Context: an optimization exercise on an open-source flow, tuned for small area and a short achievable clock period. The choices shown serve that exercise and are no tape-out recipe.
At most, simulation tests tie the RTL to the original design; equivalence was not proved.
Only the layout flow was run in run 1; the RTL was not checked for function there.

==> flow/design.v, too long to show whole: its modules and the start of the top module <==
// module GCC: 4705 lines
// module fa: 7 lines
module GCC(READY_, Xc, Yc, Xi, Yi, Wi, RESET_, CLK);
  // ...
==> flow/flow/run.sh <==
#!/bin/bash
cd "$(dirname "$0")/.."
cp standard.sh standard_sh.copy.log
cp config.mk config_mk.copy.log
export SETUP_SLACK_MARGIN=33
bash standard.sh > standard.log 2>&1
rc=$?
exit $rc
==> flow/standard.sh <==
#!/bin/bash
# synth_recipe.tcl (not shown) runs the flow's synth.tcl, then flattens the netlist and writes it again
# the make line also repeats each setting of config.mk as NAME=value (left out here)
make -C /OpenROAD-flow-scripts/flow DESIGN_CONFIG=/design/flow/config.mk WORK_HOME=/design/flow/orfs CLKGATE_MAP_FILE= SYNTH_SCRIPT=/design/flow/synth_recipe.tcl "${@:-finish}"
==> flow/config.mk <==
export PLATFORM = sky130hd
export DESIGN_NAME = GCC
export DESIGN_NICKNAME = GCC
export VERILOG_FILES = /design/flow/design.v
export SDC_FILE = /design/flow/constraint.sdc
export NUM_CORES = 4
export LEC_CHECK = 0
export ABC_AREA = 1
export CAP_MARGIN = 60
export CORE_MARGIN = 2
export CORE_UTILIZATION = 40
export PLACE_DENSITY = 0.6
export SLEW_MARGIN = 50
export SYNTH_HIERARCHICAL = 1
==> flow/constraint.sdc <==
create_clock -name core_clock -period 52.0 [get_ports {CLK}]
set_input_delay 10.4000 -clock core_clock [delete_from_list [all_inputs] [get_ports {CLK}]]
set_output_delay 10.4000 -clock core_clock [all_outputs]
set_load 0.01 [all_outputs]
==> out/results.tsv, run 1 <==
stage	metric	value	unit
run_status	outcome	finished clean	
final_layout	mostFrequentLayoutCell	nand2_1	
final_layout	nets	5507	
drt	avgRoutedWirePerCell	20.9	um
cts	htree_levels	4	
sta	skew	0.0238	ns
final_layout	buf_share	5.09	%
setup_path	critical_path_required	52.35	ns
cts	cts_buffers	17	
synthesis	synth-xor-area-share	3.76	%
final_layout	fill_cells	9053	
run	drv_cap	0	
drt	wl_met3	9250	um
hold_path	hold_class	reg2reg	
synthesis	synth_edf_count	96	
grt	grt_pass1_vias	30647	
die	io_pins	39	
synthesis	synth_mux_area_share	0.0269	%
grt	gr-total-overflow	0	
drt	top_layer	met4	
sta	hold_violations	0	
setup_path	worst_setup_path_start_kind	flip-flop	
setup_path	cp_num_buf_inv	13	
grt	grt_util_all_layers	25.2	%
synthesis	ys.warnings.count	7	
drt	wl	121000	um
final_layout	final_area	42300	um^2
drt	drcViolationCount	0	
setup_path	worst-setup-path-type	reg2reg	
hold_path	hold_depth	0	
setup_path	cp.arrival	18.49	ns
==> run 2: changes to the inputs <==
--- a/flow/design.v
+++ b/flow/design.v
@@ -4660,36 +4660,36 @@
 assign NYn[9] = n5092;
 assign NYn[10] = n5093;
 assign NYn[11] = n5094;
 assign NYn[12] = n5095;
 assign NYn[13] = n5096;
 assign NYn[14] = n5097;
 always @(posedge CLK, negedge RESET_) begin
     if (!RESET_) begin
+        x0 <= 8'd0; x1 <= 8'd0; x2 <= 8'd0; x3 <= 8'd0; x4 <= 8'd0; x5 <= 8'd0;
+        y0 <= 8'd0; y1 <= 8'd0; y2 <= 8'd0; y3 <= 8'd0; y4 <= 8'd0; y5 <= 8'd0;
         w0 <= 4'd0; w1 <= 4'd0; w2 <= 4'd0; w3 <= 4'd0; w4 <= 4'd0; w5 <= 4'd0;
         S <= 7'd0; NX <= 15'd0; NY <= 15'd0; S3 <= 9'd0;
     end else begin
+        if (e[0]) begin x0 <= Xi; y0 <= Yi; end
+        if (e[1]) begin x1 <= Xi; y1 <= Yi; end
+        if (e[2]) begin x2 <= Xi; y2 <= Yi; end
+        if (e[3]) begin x3 <= Xi; y3 <= Yi; end
+        if (e[4]) begin x4 <= Xi; y4 <= Yi; end
+        if (e[5]) begin x5 <= Xi; y5 <= Yi; end
         if (e[0]) w0 <= Wi;
         if (e[1]) w1 <= Wi;
         if (e[2]) w2 <= Wi;
         if (e[3]) w3 <= Wi;
         if (e[4]) w4 <= Wi;
         if (e[5]) w5 <= Wi;
         S <= Sn; NX <= NXn; NY <= NYn; S3 <= S3n;
     end
 end
-always @(posedge CLK) begin
-        if (e[0]) begin x0 <= Xi; y0 <= Yi; end
-        if (e[1]) begin x1 <= Xi; y1 <= Yi; end
-        if (e[2]) begin x2 <= Xi; y2 <= Yi; end
-        if (e[3]) begin x3 <= Xi; y3 <= Yi; end
-        if (e[4]) begin x4 <= Xi; y4 <= Yi; end
-        if (e[5]) begin x5 <= Xi; y5 <= Yi; end
-end
 always @(posedge CLK, negedge RESET_) begin
     if (!RESET_) begin
         READY_ <= 1'b1;
         delay <= 1'b1;
         Xc <= 8'd0;
         Yc <= 8'd0;
         num <= 3'd0;
         full <= 1'b0;
==> flow/flow/run.sh (replaced) <==
#!/bin/bash
cd "$(dirname "$0")/.."
rm -rf scripts_alt
cp -r "$FLOW_HOME/scripts" scripts_alt
printf 'strash\ndch\nmap -a -B 0.9\ntopo\nstime -c\nbuffer -c\nupsize -c\ndnsize -c\n' > scripts_alt/abc_area.script
export SCRIPTS_DIR="$PWD/scripts_alt"
export SETUP_SLACK_MARGIN=33
bash standard.sh > standard.log 2>&1
exit $?
==> run 2 against run 1 <==
Net effect: flip-flop and latch count unchanged; clock skew increased by 0.0014 ns; wire length increased by 2.8%; register-to-register slack got worse by 0.84 ns; area after synthesis decreased by 4.5%; core utilization increased by 4.2 points; final cell count decreased by 5.3%; design area increased by 4.7%; fmax decreased by 4.4%; clock-buffer cell count increased by 3; critical path depth increased by 4; highest routed layer unchanged.
==> out/results.tsv, run 2 <==
stage	metric	value	unit	change
setup_path	critical_path_required	52.35	ns	about the same
final_layout	fin_util	50.1	%	
cts	cts_tree	built		
drt	avgRoutedWirePerCell	22.7	um	+8.5%
drt	via_count	31084		
die	die_y	302	um	
cts	clock-root-buffer	clkbuf_16		
die	core_area	88200	um^2	
drt	first_iter_violations	2723		
final_layout	most-common-layout-cells	fa_1, inv_1, nor2_1, nand2_1, buf_4		
cts	clock_latency	0.49	ns	
final_layout	antennaDiodeCount	0		
die	io_pins	39		unchanged
cts	clock_path_buffers	2		
place	hpwlAfterDp	93000	um	
synthesis	ys.warnings.count	7		unchanged
cts	ctsHoldBuffers	0		
cts	clk_pin_slew	0.09	ns	
place	post-place-ws	28.69	ns	
setup_path	reg2regPathDepth	97		
final_layout	mostFrequentLayoutCell	fa_1		
synthesis	synth_fp_nets	4929		
synthesis	synth_cell_type_count	51		
sta	finalSetupTns	0	ns	
sta	maxSlewViolCount	0		
sta	worst_slew_pin_slew	0.677	ns	
sta	rsz0062_at_grt	true		
die	dieArea	91200	um^2	
final_layout	multiInputGateArea	30900	um^2	
final_layout	top_regs	NX x15, NY x15, S3 x9		
sta	finalWorstSetupSlack	33.02	ns	
final_layout	regArea	4690	um^2	
synthesis	synth_area	35500	um^2	
run	drv_cap	0		unchanged
final_layout	drive_gt1_share	24.4	%	
setup_path	worst_setup_path_start_kind	flip-flop		
hold_path	hold_class	reg2reg		
setup_path	worst-setup-path-type	reg2reg		
setup_path	cp-end-kind	flip-flop		
synthesis	synthTopCellsByArea	fa_1, dfrtp_1, ha_1		
cts	htree_levels	4		unchanged
synthesis	synth-seq-area-share	13.2	%	
final_layout	fill_cells	7978		-12%
place	portBuffers	38		
drt	wl	124000	um	+2.8%
synthesis	synthTopCellsByCount	fa_1, inv_1, nor2_1		
run_status	outcome	finished clean		
cts	cts_buffers	17		unchanged
grt	grt_util_all_layers	26.6	%	+1.5 points
cts	cts.sinks	187		
setup_path	cp.arrival	19.33	ns	+0.84 ns
die	rows	109		
grt	grt_first_pass_wirelength	185000	um	
synthesis	yosys.area.top_type	fa_1		
die	die_w	302	um	
drt	drcViolationCount	0		unchanged
grt	grt_pass1_vias	30881		+0.76%
die	initial_core_util	40.3	%	
place	globalplace.congestion	0.989		
drt	ant_nets	0		
grt	antenna_found_initial	0		
final_layout	nets	5286		-4.0%
final_layout	synthToLayoutAreaGrowth	24.5	%	
drt	firstDrtPassIters	7		
synthesis	synth_edf_count	0		-100%
grt	grt_max_degree	89		
sta	skew	0.0251	ns	+0.00135 ns
sta	fin_crit_sh	36.5	%	
sta	slew_headroom	54.7	%	
synthesis	synth_top_area_share	37.0	%	
sta	setup_violations	0		
synthesis	ys.flop_type	dfrtp_1		
drt	via_per_inst	5.69		
grt	gr-total-overflow	0		unchanged
synthesis	async_flop_share	100	%	
setup_path	rrSetupSlack	33.02	ns	
setup_path	crit_path_top_delay_cell	fa_2		
setup_path	crit_path_frequent_cell	fa_2		
hold_path	hold_depth	0		unchanged
setup_path	cp_max_fo	7		
sta	hold_violations	0		unchanged
synthesis	syn_avg_cell_area	9.04	um^2	
synthesis	ys_ff_latch	187		
sta	fmax	0.0527	GHz	
setup_path	critPathMaxStageDelay	0.70	ns	
synthesis	synth.most_common_cell	fa_1		
sta	fin_crit	18.98	ns	
synthesis	synthCells	3928		
## run 2: per-module statistics from Yosys (local to each module, per instance)
module  flip-flops and latches  cells inside
GCC                        187          3399
fa                           0             1
## run 2: path summary, 6_finish.rpt
kind	startpoint	end
setup / recovery	S3[0]$_DFF_PN0_	NX[12]$_DFF_PN0_
hold / removal	delay$_DFF_PN1_	READY_$_DFF_PN1_
setup reg to reg	S3[0]$_DFF_PN0_	NX[12]$_DFF_PN0_
hold reg to reg	delay$_DFF_PN1_	READY_$_DFF_PN1_
max in group asynchronous	RESET_	x5[1]$_DFFE_PN0N_
min in group asynchronous	RESET_	NX[9]$_DFF_PN0_
## run 2: cells by family after synthesis
| kind of cell | after synthesis | synth area share (%) |
|---|---|---|
| AO/OA/AOI/OAI | 762 | 14.0 |
| AND/OR/NAND/NOR | 1070 | 11.9 |
| adder cells (fa/ha/maj) | 996 | 48.9 |
| buffers and inverters | 748 | 7.98 |
| XOR/XNOR | 152 | 3.75 |
| other | 1 | 0.0106 |
| flip-flops | 187 | 13.2 |
| multiplexers | 12 | 0.380 |
## run 2: area by class of cell
class                           count  area share, %
Clock buffer                       21           1.06
Clock inverter                     11          0.317
Inverter                          639           5.79
Multi-Input combinational cell   2994           69.9
Sequential cell                   187           10.6
Tap cell                         1165           3.30
Timing Repair Buffer              444           8.99
Timing Repair inverter              2         0.0340
## run 2: repair_timing
| action | CTS | global route |
|---|---|---|
| gates resized for setup | 418 | 321 |
| buffers inserted | 160 | 148 |
| gates cloned | 11 | 3 |
| pin swaps | 123 | 200 |
| endpoints found under the setup margin | 45 | 29 |
## run 2: critical path, delay by kind of cell (launching register included)
kind            cells  cell delay, ns
fa+ha+maj          26            9.90
compound gates     28            4.17
buf+inv            19            2.24
simple gates       24            2.11
flops               1            0.43
## run 2: stage by stage
stage	instances	area, um^2	hold slack (ns)
floorplan	3928	35600	0.345
global placement	5072	37400	0.345
detailed placement	5103	37900	0.349
CTS	5306	41700	0.362
global route	5463	44200	0.367
finish	5463	44200	0.361
## run 2: per-layer routing
layer / GRT usage, % / up-vias / part of all wire, %
met5: 0 / - / 0
met4: 10.3 / 0 / 5.0
met2: 43.2 / 1458 / 46
met1: 37.1 / 15740 / 42
li1: - / 13609 / -
met3: 2.41 / 277 / 7.1
==> run 3: changes to the inputs <==
--- a/flow/flow/run.sh
+++ b/flow/flow/run.sh
@@ -6,3 +6,3 @@
 export SCRIPTS_DIR="$PWD/scripts_alt"
-export SETUP_SLACK_MARGIN=33
+export SETUP_SLACK_MARGIN=32
 bash standard.sh > standard.log 2>&1
==> run 3 against run 2 <==
Net effect: die area unchanged; clock skew shrank 0.013 ns; register-to-register slack worse by 0.58 ns; fmax shrank 3.0%; final cell count shrank 0.35%; flip-flop and latch count stayed put; setup slack worse by 0.58 ns; worst hold slack better by 0.0047 ns; wire length shrank 1.1%; core utilization fell by 0.69 points; sequential share of layout area grew 0.13 points.
==> out/results.tsv, run 3 <==
stage	metric	value	unit	change
run_status	outcome	finished clean		
drt	ant_nets	0		unchanged
sta	hold_violations	0		unchanged
synthesis	ys_ff_latch	187		unchanged
synthesis	synth_edf_count	0		unchanged
setup_path	cp-end-kind	flip-flop		
drt	avgRoutedWirePerCell	22.5	um	-0.79%
die	core_area	88200	um^2	unchanged
drt	via_count	30818		-0.86%
synthesis	synthTopCellsByArea	fa_1, dfrtp_1, ha_1		
setup_path	cp_max_fo	7		unchanged
grt	gr-total-overflow	0		unchanged
final_layout	fin_util	49.4	%	-0.69 points
synthesis	synth.most_common_cell	fa_1		
cts	clock_path_buffers	2		unchanged
sta	finalSetupTns	0	ns	unchanged
sta	rsz0062_at_grt	true		
cts	clk_pin_slew	0.08	ns	about the same
cts	cts_buffers	17		unchanged
final_layout	nets	5266		-0.38%
hold_path	min_from	delay$_DFF_PN1_		
synthesis	synth-seq-area-share	13.2	%	unchanged
drt	drcViolationCount	0		unchanged
synthesis	synth_top_area_share	37.0	%	unchanged
hold_path	hold_class	reg2reg		
sta	setup_violations	0		unchanged
sta	maxSlewViolCount	0		unchanged
synthesis	synth_fp_nets	4929		unchanged
setup_path	crit_path_top_delay_cell	fa_2		
synthesis	synth_area	35500	um^2	unchanged
setup_path	worst_setup_path_start_kind	flip-flop		
place	globalplace.congestion	0.978		-1.1%
sta	finalWorstSetupSlack	32.44	ns	-0.584 ns
hold_path	whs_endpoint	READY_$_DFF_PN1_		
place	post-place-ws	29.45	ns	+0.755 ns
setup_path	crit_path_frequent_cell	fa_2		
synthesis	syn_avg_cell_area	9.04	um^2	unchanged
final_layout	top_regs	NX x15, NY x15, S3 x9		
setup_path	worst-setup-path-type	reg2reg		
final_layout	most-common-layout-cells	fa_1, inv_1, nor2_1, nand2_1, buf_4		
die	initial_core_util	40.3	%	unchanged
sta	worst_slew_pin_slew	0.689	ns	+0.0118 ns
run	drv_cap	0		unchanged
die	die_y	302	um	unchanged
place	portBuffers	38		unchanged
sta	slew_headroom	53.6	%	-1.1 points
die	io_pins	39		unchanged
synthesis	async_flop_share	100	%	unchanged
drt	wl	123000	um	-1.1%
setup_path	cp.arrival	19.93	ns	+0.60 ns
setup_path	critPathMaxStageDelay	0.62	ns	-0.08 ns
cts	clock-root-buffer	clkbuf_16		
cts	cts.sinks	187		unchanged
cts	clock_latency	0.48	ns	about the same
cts	htree_levels	4		unchanged
grt	grt_max_degree	59		-34%
sta	fin_crit_sh	37.6	%	+1.1 points
sta	fin_crit	19.56	ns	+0.584 ns
sta	fmax	0.0511	GHz	-3.0%
drt	first_iter_violations	2902		+6.6%
synthesis	ys.flop_type	dfrtp_1		
place	hpwlAfterDp	92800	um	-0.21%
setup_path	reg2regPathDepth	98		+1.0%
grt	grt_pass1_vias	30016		-2.8%
synthesis	synthCells	3928		unchanged
synthesis	yosys.area.top_type	fa_1		
setup_path	reg2reg_from	S[2]$_DFF_PN0_		
setup_path	rrSetupSlack	32.44	ns	-0.58 ns
grt	grt_util_all_layers	25.8	%	-0.86 points
synthesis	synth_cell_type_count	51		unchanged
die	rows	109		unchanged
setup_path	critical_path_required	52.36	ns	about the same
final_layout	mostFrequentLayoutCell	fa_1		
grt	antenna_found_initial	1		+1
die	die_w	302	um	unchanged
setup_path	r2r_end	NX[12]$_DFF_PN0_		
drt	firstDrtPassIters	8		+1
sta	skew	0.0125	ns	-0.0126 ns
final_layout	drive_gt1_share	22.7	%	-1.7 points
synthesis	synthTopCellsByCount	fa_1, inv_1, nor2_1		
final_layout	synthToLayoutAreaGrowth	22.8	%	
cts	cts_tree	built		
hold_path	hold_depth	0		unchanged
drt	via_per_inst	5.66		-0.51%
grt	grt_first_pass_wirelength	179000	um	-3.0%
synthesis	ys.warnings.count	7		unchanged
die	dieArea	91200	um^2	unchanged
[run 3: changes by cell type in the layout (fill, tap and decap cells not counted), moves of 10 or more]
cell     change
buf_4       -29
a21oi_1     +14
a21oi_2     -11
nand2_1     +14
ha_4        -10
ha_1        +11
[run 3: repair_timing]
action / CTS / global route
resized for setup: 202 / 465
pin swaps: 26 / 205
setup buffers: 39 / 232
setup endpoints to repair: 37 / 29
cloned: 5 / 12
hold buffers: 0 / 0
[run 3: per-module statistics from Yosys (local to each module, per instance)]
module	area (um^2)	flip-flops and latches
GCC	24900	187
fa	20.0	0
[run 3: worst max path at each step]
stage	from	end	slack, ns	cells after the start
final	S[2]$_DFF_PN0_	NX[12]$_DFF_PN0_	32.44	98
after global routing	S[2]$_DFF_PN0_	NY[12]$_DFF_PN0_	31.60	106
after CTS	S[2]$_DFF_PN0_	NY[13]$_DFF_PN0_	32.01	104
after detailed placement	S[2]$_DFF_PN0_	NY[12]$_DFF_PN0_	29.45	102
after global placement	S[2]$_DFF_PN0_	NY[12]$_DFF_PN0_	28.54	97
after floorplan	S[1]$_DFF_PN0_	NX[13]$_DFF_PN0_	32.37	94
[run 3: worst max-delay path: cells and delay by family (launching register included)]
family	cells	cell delay [ns]
adders and majority gates	25	9.83
buffers and inverters	15	1.97
AOI/OAI and AO/OA	26	3.82
DFF	1	0.39
xor gates and xnor gates	1	0.18
and+or+nand+nor	31	3.18
[run 3: final cells by class]
class                           instances  area [um^2]
Antenna cell                            1         2.50
Clock buffer                           21          460
Clock inverter                         11          126
Fill cell                            8049        44600
Inverter                              639         2560
Multi-Input combinational cell       2995        30400
Sequential cell                       187         4690
Tap cell                             1165         1460
Timing Repair Buffer                  422         3860
Timing Repair inverter                  3         20.0
[run 3: stage by stage]
| stage | area [um^2] | hold slack (ns) | instances |
|---|---|---|---|
| detailed placement | 38000 | 0.357 | 5113 |
| global route | 43600 | 0.369 | 5444 |
| CTS | 39700 | 0.370 | 5189 |
| global placement | 37300 | 0.347 | 5075 |
| floorplan | 35500 | 0.345 | 3928 |
| finish | 43600 | 0.366 | 5444 |
[run 3: layer usage]
metal | wire, um | vias to the layer above | global-route usage, %
met4 | 5070 | 0 | 9.50
met1 | 51300 | 15656 | 35.9
li1 | - | 13552 | -
met5 | 0 | - | 0
met2 | 58600 | 1332 | 42.4
met3 | 7630 | 278 | 1.84
[run 3: cell families after synthesis]
family	share of synthesized area, %
and+or+nand+nor	11.9
adders and majority gates	48.9
AOI/OAI and AO/OA	14.0
buffers and inverters	7.98
DFF	13.2
xor gates and xnor gates	3.75
muxes	0.380
other	0.0106

-- re-timing with driven ports --
The flow's constraints put no driver on any port. The routed layouts listed below were extracted and timed again, unchanged, in two steps.
Step 1 sets driving cells, clkbuf_16 on the clock port and buf_2 on the other inputs (assumed; they add their load-dependent delay and slew).
Step 2 adds t to the input delays and takes it off the output delays; t is the mean of the earliest and latest rising clock arrival at the registers after step 1. Input paths then give back, and output paths get back, about the clock's delay inside the block.
Three values: ideal ports, drivers, drivers and shift; two values: the first two.
| run | shift t [ns] | setup WS [ns] | worst setup path after step 2 | clock arrival spread, ns |
|---|---|---|---|---|
| run 1 | 0.522 | 33.865 / 33.865 / 33.834 | input to register | 0.023 / 0.024 |
| run 2 | 0.530 | 33.021 / 33.021 / 33.021 | register to register | 0.025 / 0.025 |
| run 3 | 0.528 | 32.437 / 32.437 / 32.437 | register to register | 0.013 / 0.013 |
After both steps every run listed still meets setup and hold. For run 1, which loses most, drivers alone change the setup slack by 0.000 ns; drivers and shift together by -0.031 ns.
